Source: an optimization exercise on an open RTL-to-GDS flow (aim: small area, a short achievable clock period and few clock cycles per item). Production flows keep margins and buffers that such runs may drop.
Where RTL was checked, it was by simulation tests only, not by an equivalence proof against the original.
The flow treats the clock pin as an ideal source. Dropping or thinning the clock tree relies on that and would not hold on a real chip.
Power figures rest on the tool's default switching activity, not on a simulated workload.

## arbiter
module arbiter
(
	input  wire          axis_aclk,
	input  wire          axis_aresetn,
	input  wire [31 : 0] s0a_axis_tdata,
	input  wire  		 s0a_axis_tvalid,
	output wire  		 s0a_axis_tready,
	input  wire  		 s0a_axis_tlast,
	input  wire [31 : 0] s0b_axis_tdata,
	input  wire          s0b_axis_tvalid,
	output wire          s0b_axis_tready,
	input  wire          s0b_axis_tlast,
	output wire [31 : 0] m0k_axis_tdata,
	output wire          m0k_axis_tvalid,
	input wire           m0k_axis_tready,
	output wire          m0k_axis_tlast,
    output wire          m0k_axis_a,
    output wire          m0k_axis_b
);
For scale: ~3 flip-flops, about 110 I/O pins, roughly 500 sq um of cells after synthesis.
Settings: LEC_CHECK=0, CAP_MARGIN=20, CORE_AREA=2.3 2.72 67.62 65.28, DIE_AREA=0 0 70 68, SETUP_SLACK_MARGIN=1.9, SLEW_MARGIN=20; clock period 4.0 ns.
standard.sh (not shown) runs the stock make flow with config.mk's settings and CLKGATE_MAP_FILE= SYNTH_SCRIPT=/design/flow/synth_recipe.tcl, a recipe that flattens the netlist after the stock synthesis.
==> flow/flow/run.sh <==
#!/bin/bash
set -euo pipefail
DU="sky130_fd_sc_hd__probe_p_8 sky130_fd_sc_hd__probec_p_8 sky130_fd_sc_hd__lpflow_bleeder_1 sky130_fd_sc_hd__lpflow_clkbufkapwr_1 sky130_fd_sc_hd__lpflow_clkbufkapwr_16 sky130_fd_sc_hd__lpflow_clkbufkapwr_2 sky130_fd_sc_hd__lpflow_clkbufkapwr_4 sky130_fd_sc_hd__lpflow_clkbufkapwr_8 sky130_fd_sc_hd__lpflow_clkinvkapwr_1 sky130_fd_sc_hd__lpflow_clkinvkapwr_16 sky130_fd_sc_hd__lpflow_clkinvkapwr_2 sky130_fd_sc_hd__lpflow_clkinvkapwr_4 sky130_fd_sc_hd__lpflow_clkinvkapwr_8 sky130_fd_sc_hd__lpflow_decapkapwr_12 sky130_fd_sc_hd__lpflow_decapkapwr_3 sky130_fd_sc_hd__lpflow_decapkapwr_4 sky130_fd_sc_hd__lpflow_decapkapwr_6 sky130_fd_sc_hd__lpflow_decapkapwr_8 sky130_fd_sc_hd__lpflow_inputiso0n_1 sky130_fd_sc_hd__lpflow_inputiso0p_1 sky130_fd_sc_hd__lpflow_inputiso1n_1 sky130_fd_sc_hd__lpflow_inputiso1p_1 sky130_fd_sc_hd__lpflow_inputisolatch_1 sky130_fd_sc_hd__lpflow_isobufsrc_1 sky130_fd_sc_hd__lpflow_isobufsrc_16 sky130_fd_sc_hd__lpflow_isobufsrc_2 sky130_fd_sc_hd__lpflow_isobufsrc_4 sky130_fd_sc_hd__lpflow_isobufsrc_8 sky130_fd_sc_hd__lpflow_isobufsrckapwr_16 sky130_fd_sc_hd__lpflow_lsbuf_lh_hl_isowell_tap_1 sky130_fd_sc_hd__lpflow_lsbuf_lh_hl_isowell_tap_2 sky130_fd_sc_hd__lpflow_lsbuf_lh_hl_isowell_tap_4 sky130_fd_sc_hd__lpflow_lsbuf_lh_isowell_4 sky130_fd_sc_hd__lpflow_lsbuf_lh_isowell_tap_1 sky130_fd_sc_hd__lpflow_lsbuf_lh_isowell_tap_2 sky130_fd_sc_hd__lpflow_lsbuf_lh_isowell_tap_4"
DU="$DU sky130_fd_sc_hd__buf_12 sky130_fd_sc_hd__buf_16 sky130_fd_sc_hd__clkbuf_8 sky130_fd_sc_hd__clkbuf_16"
DU="$DU sky130_fd_sc_hd__dfrtp_2 sky130_fd_sc_hd__dfrtp_4 sky130_fd_sc_hd__dfstp_2 sky130_fd_sc_hd__dfstp_4"
bash standard.sh \
  DONT_USE_CELLS="$DU" \
  BUFFER_PORTS_ARGS="-buffer_cell sky130_fd_sc_hd__buf_1" \
  CTS_ARGS="-buf_list sky130_fd_sc_hd__clkbuf_2 -root_buf sky130_fd_sc_hd__clkbuf_2 -dont_use_dummy_load -repair_clock_nets" \
  finish > standard.log 2>&1
The starting point completed with no timing, DRC or antenna violations.
Edit:
==> flow/flow/run.sh (replaced) <==
#!/bin/bash
set -euo pipefail
bash standard.sh BUFFER_PORTS_ARGS="-buffer_cell sky130_fd_sc_hd__buf_1" finish > standard.log 2>&1
--- a/flow/config.mk
+++ b/flow/config.mk
@@ -9,0 +10,2 @@
+export CTS_CLUSTER_DIAMETER = 100
+export CTS_CLUSTER_SIZE = 30
@@ -11 +13 @@
-export SETUP_SLACK_MARGIN = 1.9
+export SETUP_SLACK_MARGIN = 1.8
After rerunning: The changed run completed without violations; global-route usage grows by 0.45 points; worst hold slack barely changes; die area does not change; sequential cell count is unchanged; design area shrinks by 2.5%; first-iteration DRC count shrinks by 33%; setup slack gets worse by 0.023 ns; clock-buffer cell count grows by 1; routed wire length shrinks by 0.99%.
Edit:
==> flow/flow/run.sh (replaced) <==
#!/bin/bash
set -euo pipefail
bash standard.sh \
  BUFFER_PORTS_ARGS="-buffer_cell sky130_fd_sc_hd__buf_1" \
  CTS_ARGS="-buf_list sky130_fd_sc_hd__clkbuf_2 -root_buf sky130_fd_sc_hd__clkbuf_2 -dont_use_dummy_load -repair_clock_nets" \
  finish > standard.log 2>&1
--- a/flow/config.mk
+++ b/flow/config.mk
@@ -10,2 +9,0 @@
-export CTS_CLUSTER_DIAMETER = 100
-export CTS_CLUSTER_SIZE = 30
=>
- The new run finished with timing, DRC and antenna clean
- fmax came out higher slightly
- setup slack gains 0.026 ns
- sequential power barely changes
Edit:
--- a/flow/flow/run.sh
+++ b/flow/flow/run.sh
@@ -2,0 +3,3 @@
+DU="sky130_fd_sc_hd__probe_p_8 sky130_fd_sc_hd__probec_p_8 sky130_fd_sc_hd__lpflow_bleeder_1 sky130_fd_sc_hd__lpflow_clkbufkapwr_1 sky130_fd_sc_hd__lpflow_clkbufkapwr_16 sky130_fd_sc_hd__lpflow_clkbufkapwr_2 sky130_fd_sc_hd__lpflow_clkbufkapwr_4 sky130_fd_sc_hd__lpflow_clkbufkapwr_8 sky130_fd_sc_hd__lpflow_clkinvkapwr_1 sky130_fd_sc_hd__lpflow_clkinvkapwr_16 sky130_fd_sc_hd__lpflow_clkinvkapwr_2 sky130_fd_sc_hd__lpflow_clkinvkapwr_4 sky130_fd_sc_hd__lpflow_clkinvkapwr_8 sky130_fd_sc_hd__lpflow_decapkapwr_12 sky130_fd_sc_hd__lpflow_decapkapwr_3 sky130_fd_sc_hd__lpflow_decapkapwr_4 sky130_fd_sc_hd__lpflow_decapkapwr_6 sky130_fd_sc_hd__lpflow_decapkapwr_8 sky130_fd_sc_hd__lpflow_inputiso0n_1 sky130_fd_sc_hd__lpflow_inputiso0p_1 sky130_fd_sc_hd__lpflow_inputiso1n_1 sky130_fd_sc_hd__lpflow_inputiso1p_1 sky130_fd_sc_hd__lpflow_inputisolatch_1 sky130_fd_sc_hd__lpflow_isobufsrc_1 sky130_fd_sc_hd__lpflow_isobufsrc_16 sky130_fd_sc_hd__lpflow_isobufsrc_2 sky130_fd_sc_hd__lpflow_isobufsrc_4 sky130_fd_sc_hd__lpflow_isobufsrc_8 sky130_fd_sc_hd__lpflow_isobufsrckapwr_16 sky130_fd_sc_hd__lpflow_lsbuf_lh_hl_isowell_tap_1 sky130_fd_sc_hd__lpflow_lsbuf_lh_hl_isowell_tap_2 sky130_fd_sc_hd__lpflow_lsbuf_lh_hl_isowell_tap_4 sky130_fd_sc_hd__lpflow_lsbuf_lh_isowell_4 sky130_fd_sc_hd__lpflow_lsbuf_lh_isowell_tap_1 sky130_fd_sc_hd__lpflow_lsbuf_lh_isowell_tap_2 sky130_fd_sc_hd__lpflow_lsbuf_lh_isowell_tap_4"
+DU="$DU sky130_fd_sc_hd__buf_12 sky130_fd_sc_hd__buf_16 sky130_fd_sc_hd__clkbuf_8 sky130_fd_sc_hd__clkbuf_16"
+DU="$DU sky130_fd_sc_hd__dfrtp_2 sky130_fd_sc_hd__dfrtp_4 sky130_fd_sc_hd__dfstp_2 sky130_fd_sc_hd__dfstp_4"
@@ -3,0 +7 @@
+  DONT_USE_CELLS="$DU" \
Effect: Setup slack is better by 0.023 ns. Design area decreases by 1.7%. Die area is unchanged. Maximum frequency climbs by 1.1%. Utilization goes down by 0.43 points. Total power drops by 3.3%.
No functional check of the RTL was part of any run of this note.

========
Another version of the RTL of arbiter (not shown whole).
Size: ~48 cells after synthesis, ~110 I/O pins, about 430 um2 of cells after synthesis.
clock: 4.0 ns
lec_check: 0
cap_margin: 20
core_area: 2.3 2.72 67.62 65.28
die_area: 0 0 70 68
slew_margin: 20
==> flow/flow/run.sh <==
#!/bin/bash
set -euo pipefail
R=orfs/results/sky130hd/arbiter/base

bash standard.sh synth > synth.log 2>&1

regs() { grep -oE 'sky130_fd_sc_hd__(df|ed|sdf|dl)[a-z]+_[0-9]+ +[^ (]+' "$1" | sed -E 's/_[0-9]+ +/ /' | sort; }
regs $R/1_2_yosys.v > regs_standard.txt
regs flow/netlist.v > regs_hand.txt
if [[ -s regs_standard.txt ]] && cmp -s regs_standard.txt regs_hand.txt; then
  echo "registers match: using flow/netlist.v" > netlist_choice.log
  cp $R/1_2_yosys.v $R/1_2_yosys_standard.v
  cp flow/netlist.v $R/1_2_yosys.v
  rm -f $R/1_synth.odb $R/1_synth.sdc
  bash standard.sh synth > synth_odb.log 2>&1
else
  echo "registers differ: keeping the standard netlist" > netlist_choice.log
fi

bash standard.sh \
  BUFFER_PORTS_ARGS="-buffer_cell sky130_fd_sc_hd__buf_1" \
  GPL_TIMING_DRIVEN=0 \
  CTS_ARGS="-buf_list sky130_fd_sc_hd__clkbuf_2 -root_buf sky130_fd_sc_hd__clkbuf_2 -dont_use_dummy_load -repair_clock_nets" \
  finish > standard.log 2>&1
==> flow/flow/netlist.v <==
/* hand-mapped netlist of arbiter, see gen/mknet.py */
module arbiter(axis_aclk, axis_aresetn, s0a_axis_tdata, s0a_axis_tvalid, s0a_axis_tready, s0a_axis_tlast, s0b_axis_tdata, s0b_axis_tvalid, s0b_axis_tready, s0b_axis_tlast, m0k_axis_tdata, m0k_axis_tvalid, m0k_axis_tready, m0k_axis_tlast, m0k_axis_a, m0k_axis_b);
  input axis_aclk;
  input axis_aresetn;
  input [31:0] s0a_axis_tdata;
  input s0a_axis_tvalid;
  output s0a_axis_tready;
  input s0a_axis_tlast;
  input [31:0] s0b_axis_tdata;
  input s0b_axis_tvalid;
  output s0b_axis_tready;
  input s0b_axis_tlast;
  output [31:0] m0k_axis_tdata;
  output m0k_axis_tvalid;
  input m0k_axis_tready;
  output m0k_axis_tlast;
  output m0k_axis_a;
  output m0k_axis_b;

  wire gb;
  wire gax;
  wire gbx;
  wire ov;
  wire take;
  wire idle;
  wire xfree;
  wire flip;
  wire gb_nxt;
  wire nlk;
  wire lock_nxt;
  wire lock;
  sky130_fd_sc_hd__inv_4 gbuf_a (.A(gb), .Y(gax));
  sky130_fd_sc_hd__buf_6 gbuf_b (.A(gb), .X(gbx));
  sky130_fd_sc_hd__a22o_1 mx_d0 (.A1(gax), .A2(s0a_axis_tdata[0]), .B1(s0b_axis_tdata[0]), .B2(gbx), .X(m0k_axis_tdata[0]));
  sky130_fd_sc_hd__a22o_1 mx_d1 (.A1(gax), .A2(s0a_axis_tdata[1]), .B1(s0b_axis_tdata[1]), .B2(gbx), .X(m0k_axis_tdata[1]));
  sky130_fd_sc_hd__a22o_1 mx_d2 (.A1(gax), .A2(s0a_axis_tdata[2]), .B1(s0b_axis_tdata[2]), .B2(gbx), .X(m0k_axis_tdata[2]));
  sky130_fd_sc_hd__a22o_1 mx_d3 (.A1(gax), .A2(s0a_axis_tdata[3]), .B1(s0b_axis_tdata[3]), .B2(gbx), .X(m0k_axis_tdata[3]));
  sky130_fd_sc_hd__a22o_1 mx_d4 (.A1(gax), .A2(s0a_axis_tdata[4]), .B1(s0b_axis_tdata[4]), .B2(gbx), .X(m0k_axis_tdata[4]));
  sky130_fd_sc_hd__a22o_1 mx_d5 (.A1(gax), .A2(s0a_axis_tdata[5]), .B1(s0b_axis_tdata[5]), .B2(gbx), .X(m0k_axis_tdata[5]));
  sky130_fd_sc_hd__a22o_1 mx_d6 (.A1(gax), .A2(s0a_axis_tdata[6]), .B1(s0b_axis_tdata[6]), .B2(gbx), .X(m0k_axis_tdata[6]));
  sky130_fd_sc_hd__a22o_1 mx_d7 (.A1(gax), .A2(s0a_axis_tdata[7]), .B1(s0b_axis_tdata[7]), .B2(gbx), .X(m0k_axis_tdata[7]));
  sky130_fd_sc_hd__a22o_1 mx_d8 (.A1(gax), .A2(s0a_axis_tdata[8]), .B1(s0b_axis_tdata[8]), .B2(gbx), .X(m0k_axis_tdata[8]));
  sky130_fd_sc_hd__a22o_1 mx_d9 (.A1(gax), .A2(s0a_axis_tdata[9]), .B1(s0b_axis_tdata[9]), .B2(gbx), .X(m0k_axis_tdata[9]));
  sky130_fd_sc_hd__a22o_1 mx_d10 (.A1(gax), .A2(s0a_axis_tdata[10]), .B1(s0b_axis_tdata[10]), .B2(gbx), .X(m0k_axis_tdata[10]));
  sky130_fd_sc_hd__a22o_1 mx_d11 (.A1(gax), .A2(s0a_axis_tdata[11]), .B1(s0b_axis_tdata[11]), .B2(gbx), .X(m0k_axis_tdata[11]));
  sky130_fd_sc_hd__a22o_1 mx_d12 (.A1(gax), .A2(s0a_axis_tdata[12]), .B1(s0b_axis_tdata[12]), .B2(gbx), .X(m0k_axis_tdata[12]));
  sky130_fd_sc_hd__a22o_1 mx_d13 (.A1(gax), .A2(s0a_axis_tdata[13]), .B1(s0b_axis_tdata[13]), .B2(gbx), .X(m0k_axis_tdata[13]));
  sky130_fd_sc_hd__a22o_1 mx_d14 (.A1(gax), .A2(s0a_axis_tdata[14]), .B1(s0b_axis_tdata[14]), .B2(gbx), .X(m0k_axis_tdata[14]));
  sky130_fd_sc_hd__a22o_1 mx_d15 (.A1(gax), .A2(s0a_axis_tdata[15]), .B1(s0b_axis_tdata[15]), .B2(gbx), .X(m0k_axis_tdata[15]));
  sky130_fd_sc_hd__a22o_1 mx_d16 (.A1(gax), .A2(s0a_axis_tdata[16]), .B1(s0b_axis_tdata[16]), .B2(gbx), .X(m0k_axis_tdata[16]));
  sky130_fd_sc_hd__a22o_1 mx_d17 (.A1(gax), .A2(s0a_axis_tdata[17]), .B1(s0b_axis_tdata[17]), .B2(gbx), .X(m0k_axis_tdata[17]));
  sky130_fd_sc_hd__a22o_1 mx_d18 (.A1(gax), .A2(s0a_axis_tdata[18]), .B1(s0b_axis_tdata[18]), .B2(gbx), .X(m0k_axis_tdata[18]));
  sky130_fd_sc_hd__a22o_1 mx_d19 (.A1(gax), .A2(s0a_axis_tdata[19]), .B1(s0b_axis_tdata[19]), .B2(gbx), .X(m0k_axis_tdata[19]));
  sky130_fd_sc_hd__a22o_1 mx_d20 (.A1(gax), .A2(s0a_axis_tdata[20]), .B1(s0b_axis_tdata[20]), .B2(gbx), .X(m0k_axis_tdata[20]));
  sky130_fd_sc_hd__a22o_1 mx_d21 (.A1(gax), .A2(s0a_axis_tdata[21]), .B1(s0b_axis_tdata[21]), .B2(gbx), .X(m0k_axis_tdata[21]));
  sky130_fd_sc_hd__a22o_1 mx_d22 (.A1(gax), .A2(s0a_axis_tdata[22]), .B1(s0b_axis_tdata[22]), .B2(gbx), .X(m0k_axis_tdata[22]));
  sky130_fd_sc_hd__a22o_1 mx_d23 (.A1(gax), .A2(s0a_axis_tdata[23]), .B1(s0b_axis_tdata[23]), .B2(gbx), .X(m0k_axis_tdata[23]));
  sky130_fd_sc_hd__a22o_1 mx_d24 (.A1(gax), .A2(s0a_axis_tdata[24]), .B1(s0b_axis_tdata[24]), .B2(gbx), .X(m0k_axis_tdata[24]));
  sky130_fd_sc_hd__a22o_1 mx_d25 (.A1(gax), .A2(s0a_axis_tdata[25]), .B1(s0b_axis_tdata[25]), .B2(gbx), .X(m0k_axis_tdata[25]));
  sky130_fd_sc_hd__a22o_1 mx_d26 (.A1(gax), .A2(s0a_axis_tdata[26]), .B1(s0b_axis_tdata[26]), .B2(gbx), .X(m0k_axis_tdata[26]));
  sky130_fd_sc_hd__a22o_1 mx_d27 (.A1(gax), .A2(s0a_axis_tdata[27]), .B1(s0b_axis_tdata[27]), .B2(gbx), .X(m0k_axis_tdata[27]));
  sky130_fd_sc_hd__a22o_1 mx_d28 (.A1(gax), .A2(s0a_axis_tdata[28]), .B1(s0b_axis_tdata[28]), .B2(gbx), .X(m0k_axis_tdata[28]));
  sky130_fd_sc_hd__a22o_1 mx_d29 (.A1(gax), .A2(s0a_axis_tdata[29]), .B1(s0b_axis_tdata[29]), .B2(gbx), .X(m0k_axis_tdata[29]));
  sky130_fd_sc_hd__a22o_1 mx_d30 (.A1(gax), .A2(s0a_axis_tdata[30]), .B1(s0b_axis_tdata[30]), .B2(gbx), .X(m0k_axis_tdata[30]));
  sky130_fd_sc_hd__a22o_1 mx_d31 (.A1(gax), .A2(s0a_axis_tdata[31]), .B1(s0b_axis_tdata[31]), .B2(gbx), .X(m0k_axis_tdata[31]));
  sky130_fd_sc_hd__a22o_1 mx_v (.A1(gax), .A2(s0a_axis_tvalid), .B1(s0b_axis_tvalid), .B2(gbx), .X(m0k_axis_tvalid));
  sky130_fd_sc_hd__a22o_1 mx_l (.A1(gax), .A2(s0a_axis_tlast), .B1(s0b_axis_tlast), .B2(gbx), .X(m0k_axis_tlast));
  sky130_fd_sc_hd__a22o_1 mx_o (.A1(gax), .A2(s0b_axis_tvalid), .B1(s0a_axis_tvalid), .B2(gbx), .X(ov));
  sky130_fd_sc_hd__and2_1 g_take (.A(m0k_axis_tvalid), .B(m0k_axis_tready), .X(take));
  sky130_fd_sc_hd__nor2_1 g_idle (.A(m0k_axis_tvalid), .B(lock), .Y(idle));
  sky130_fd_sc_hd__a21o_1 g_free (.A1(take), .A2(m0k_axis_tlast), .B1(idle), .X(xfree));
  sky130_fd_sc_hd__and2_1 g_flip (.A(ov), .B(xfree), .X(flip));
  sky130_fd_sc_hd__xor2_1 g_gbn (.A(gb), .B(flip), .X(gb_nxt));
  sky130_fd_sc_hd__nor2_1 g_nlk (.A(take), .B(lock), .Y(nlk));
  sky130_fd_sc_hd__a21oi_1 g_lock (.A1(take), .A2(m0k_axis_tlast), .B1(nlk), .Y(lock_nxt));
  sky130_fd_sc_hd__and2_1 g_rdya (.A(m0k_axis_tready), .B(gax), .X(s0a_axis_tready));
  sky130_fd_sc_hd__and2_1 g_rdyb (.A(m0k_axis_tready), .B(gbx), .X(s0b_axis_tready));
  sky130_fd_sc_hd__dfrtp_1 \gb$_DFF_PN0_  (.CLK(axis_aclk), .D(gb_nxt), .RESET_B(axis_aresetn), .Q(gb));
  sky130_fd_sc_hd__dfrtp_1 \lock$_DFFE_PN0P_  (.CLK(axis_aclk), .D(lock_nxt), .RESET_B(axis_aresetn), .Q(lock));
  assign m0k_axis_a = gax;
  assign m0k_axis_b = gbx;
endmodule
The starting point completed without violations.
Testbench counts at the start, summed over its fixed seeds: cycles 32,092, items 24,069.
Change:
--- a/flow/flow/netlist.v
+++ b/flow/flow/netlist.v
@@ -31,3 +31,3 @@
   wire lock;
-  sky130_fd_sc_hd__inv_4 gbuf_a (.A(gb), .Y(gax));
+  sky130_fd_sc_hd__inv_6 gbuf_a (.A(gb), .Y(gax));
   sky130_fd_sc_hd__buf_6 gbuf_b (.A(gb), .X(gbx));
@@ -77,3 +77,3 @@
   sky130_fd_sc_hd__and2_1 g_rdyb (.A(m0k_axis_tready), .B(gbx), .X(s0b_axis_tready));
-  sky130_fd_sc_hd__dfrtp_1 \gb$_DFF_PN0_  (.CLK(axis_aclk), .D(gb_nxt), .RESET_B(axis_aresetn), .Q(gb));
+  sky130_fd_sc_hd__dfrtp_2 \gb$_DFF_PN0_  (.CLK(axis_aclk), .D(gb_nxt), .RESET_B(axis_aresetn), .Q(gb));
   sky130_fd_sc_hd__dfrtp_1 \lock$_DFFE_PN0P_  (.CLK(axis_aclk), .D(lock_nxt), .RESET_B(axis_aresetn), .Q(lock));
=> The changed run ran to the end with no violations; maximum frequency goes up slightly; global-route usage goes down by 0.25 points; sequential power goes up by a little under a tenth; die area does not change; sequential share of layout area goes up by 0.11 points; register-to-register slack got worse by 0.02 ns; final area goes up slightly; synthesized cell count is unchanged.
Change:
--- a/flow/flow/run.sh
+++ b/flow/flow/run.sh
@@ -3,2 +3,3 @@
 R=orfs/results/sky130hd/arbiter/base
+VARS=(BUFFER_PORTS_ARGS="-buffer_cell sky130_fd_sc_hd__buf_1" GPL_TIMING_DRIVEN=0)
 
@@ -19,6 +20,10 @@
 
-bash standard.sh \
-  BUFFER_PORTS_ARGS="-buffer_cell sky130_fd_sc_hd__buf_1" \
-  GPL_TIMING_DRIVEN=0 \
-  CTS_ARGS="-buf_list sky130_fd_sc_hd__clkbuf_2 -root_buf sky130_fd_sc_hd__clkbuf_2 -dont_use_dummy_load -repair_clock_nets" \
-  finish > standard.log 2>&1
+bash standard.sh "${VARS[@]}" place > place.log 2>&1
+
+# clock: one buffer instead of ORFS's CTS step
+RESULTS=$R CLOCK_BUFFER=sky130_fd_sc_hd__clkbuf_1 \
+  openroad -no_init -exit flow/clock_buffer.tcl > clock_buffer.log 2>&1
+cp $R/4_1_cts.odb $R/4_cts.odb
+{ cat $R/3_place.sdc; echo "set_propagated_clock [get_clocks {core_clock}]"; } > $R/4_cts.sdc
+
+bash standard.sh "${VARS[@]}" finish > standard.log 2>&1
==> flow/flow/clock_buffer.tcl (new file) <==
# Clock "tree" for this two-register design: one clock buffer, placed at the
# registers' centroid, drives every register clock pin. It replaces ORFS's
# CTS step (4_1_cts), which for two sinks builds a root buffer and two leaf
# buffers. Reads 3_place.odb and writes 4_1_cts.odb.
set results $::env(RESULTS)
read_db $results/3_place.odb
read_liberty $::env(FLOW_HOME)/platforms/sky130hd/lib/sky130_fd_sc_hd__tt_025C_1v80.lib
read_sdc $results/3_place.sdc

set blk [ord::get_db_block]
set clk [$blk findNet axis_aclk]
set master [[ord::get_db] findMaster $::env(CLOCK_BUFFER)]
set sinks [$clk getITerms]
set n [llength $sinks]
if {$n == 0 || $n > 8} { error "unexpected clock sink count $n" }
set xs 0; set ys 0
foreach it $sinks {
  set loc [[$it getInst] getLocation]
  set xs [expr {$xs + [lindex $loc 0]}]; set ys [expr {$ys + [lindex $loc 1]}]
}
set buf [odb::dbInst_create $blk $master clkbuf_regs]
set net [odb::dbNet_create $blk clknet_regs]
$net setSigType CLOCK
foreach it $sinks { $it disconnect; $it connect $net }
[$buf findITerm A] connect $clk
[$buf findITerm X] connect $net
$buf setLocation [expr {$xs / $n}] [expr {$ys / $n}]
$buf setPlacementStatus PLACED
puts "inserted $::env(CLOCK_BUFFER) clkbuf_regs for $n clock pins"

detailed_placement
check_placement -verbose
set_propagated_clock [all_clocks]
estimate_parasitics -placement
report_clock_latency
report_checks -path_delay max -digits 3
report_worst_slack -max
report_worst_slack -min
write_db $results/4_1_cts.odb
After rerunning: Via count decreases slightly; setup slack is about the same; wire length decreases by a few percent.
Change:
--- a/flow/flow/clock_buffer.tcl
+++ b/flow/flow/clock_buffer.tcl
@@ -8,2 +8,3 @@
 read_sdc $results/3_place.sdc
+source $::env(FLOW_HOME)/platforms/sky130hd/setRC.tcl
 
--- a/flow/flow/netlist.v
+++ b/flow/flow/netlist.v
@@ -31,4 +31,4 @@
   wire lock;
-  sky130_fd_sc_hd__inv_6 gbuf_a (.A(gb), .Y(gax));
-  sky130_fd_sc_hd__buf_6 gbuf_b (.A(gb), .X(gbx));
+  sky130_fd_sc_hd__inv_4 gbuf_a (.A(gb), .Y(gax));
+  sky130_fd_sc_hd__buf_4 gbuf_b (.A(gb), .X(gbx));
   sky130_fd_sc_hd__a22o_1 mx_d0 (.A1(gax), .A2(s0a_axis_tdata[0]), .B1(s0b_axis_tdata[0]), .B2(gbx), .X(m0k_axis_tdata[0]));
@@ -77,3 +77,3 @@
   sky130_fd_sc_hd__and2_1 g_rdyb (.A(m0k_axis_tready), .B(gbx), .X(s0b_axis_tready));
-  sky130_fd_sc_hd__dfrtp_2 \gb$_DFF_PN0_  (.CLK(axis_aclk), .D(gb_nxt), .RESET_B(axis_aresetn), .Q(gb));
+  sky130_fd_sc_hd__dfrtp_1 \gb$_DFF_PN0_  (.CLK(axis_aclk), .D(gb_nxt), .RESET_B(axis_aresetn), .Q(gb));
   sky130_fd_sc_hd__dfrtp_1 \lock$_DFFE_PN0P_  (.CLK(axis_aclk), .D(lock_nxt), .RESET_B(axis_aresetn), .Q(lock));
First-iteration DRC count is lower by 79%. Power is lower by 1.9%. Area after synthesis is lower by 1.7%. Routed wire length is lower by 7.0%. Utilization is lower by 0.18 points. Clock skew barely changes. Sequential cell count is unchanged. Final area is lower by 0.83%. Via count is higher by 2.8%. Maximum frequency is lower by 1.0%.
In the third and fourth runs of this note the design's own scripts or RTL, not TritonCTS, make the clock network.

[separate check: timing with driven ports]
In the flow no input, the clock included, has a driving cell. The finished layouts below were timed again as built, in two steps.
Step 1, drivers: a clkbuf_16 drives axis_aclk and a buf_2 each remaining input, both assumed.
Step 2, shift: input delay + t, output delay - t, t = (earliest + latest rising clock arrival at the registers) / 2. This alone moves slack from input paths to output paths.
Three values: no drivers, after step 1, after step 2; two values: the first two.
run	t, ns	setup WS [ns]	worst hold slack (ns)	latest minus earliest clock arrival (ns)	pins driven straight from the clock port
the first run of note 1	0.216	1.897 / 1.881 / 1.911	0.386 / 0.405 / 0.550	0.015 / 0.015	1
the second run of note 1	0.231	1.874 / 1.855 / 1.913	0.385 / 0.398 / 0.566	0.002 / 0.002	1
the third run of note 1	0.210	1.900 / 1.884 / 1.915	0.396 / 0.412 / 0.571	0.011 / 0.011	1
the fourth run of note 1	0.215	1.923 / 1.908 / 1.915	0.387 / 0.404 / 0.549	0.017 / 0.017	1
the first run of note 2	0.203	1.897 / 1.883 / 1.911	0.386 / 0.395 / 0.527	0.003 / 0.004	1
the second run of note 2	0.205	1.933 / 1.913 / 1.913	0.384 / 0.394 / 0.529	0.001 / 0.001	1
the third run of note 2	0.095	1.934 / 1.914 / 1.914	0.485 / 0.496 / 0.540	0.000 / 0.000	1
the fourth run of note 2	0.113	1.913 / 1.893 / 1.906	0.479 / 0.481 / 0.544	0.000 / 0.000	1
After both steps setup and hold are still met in every run listed.
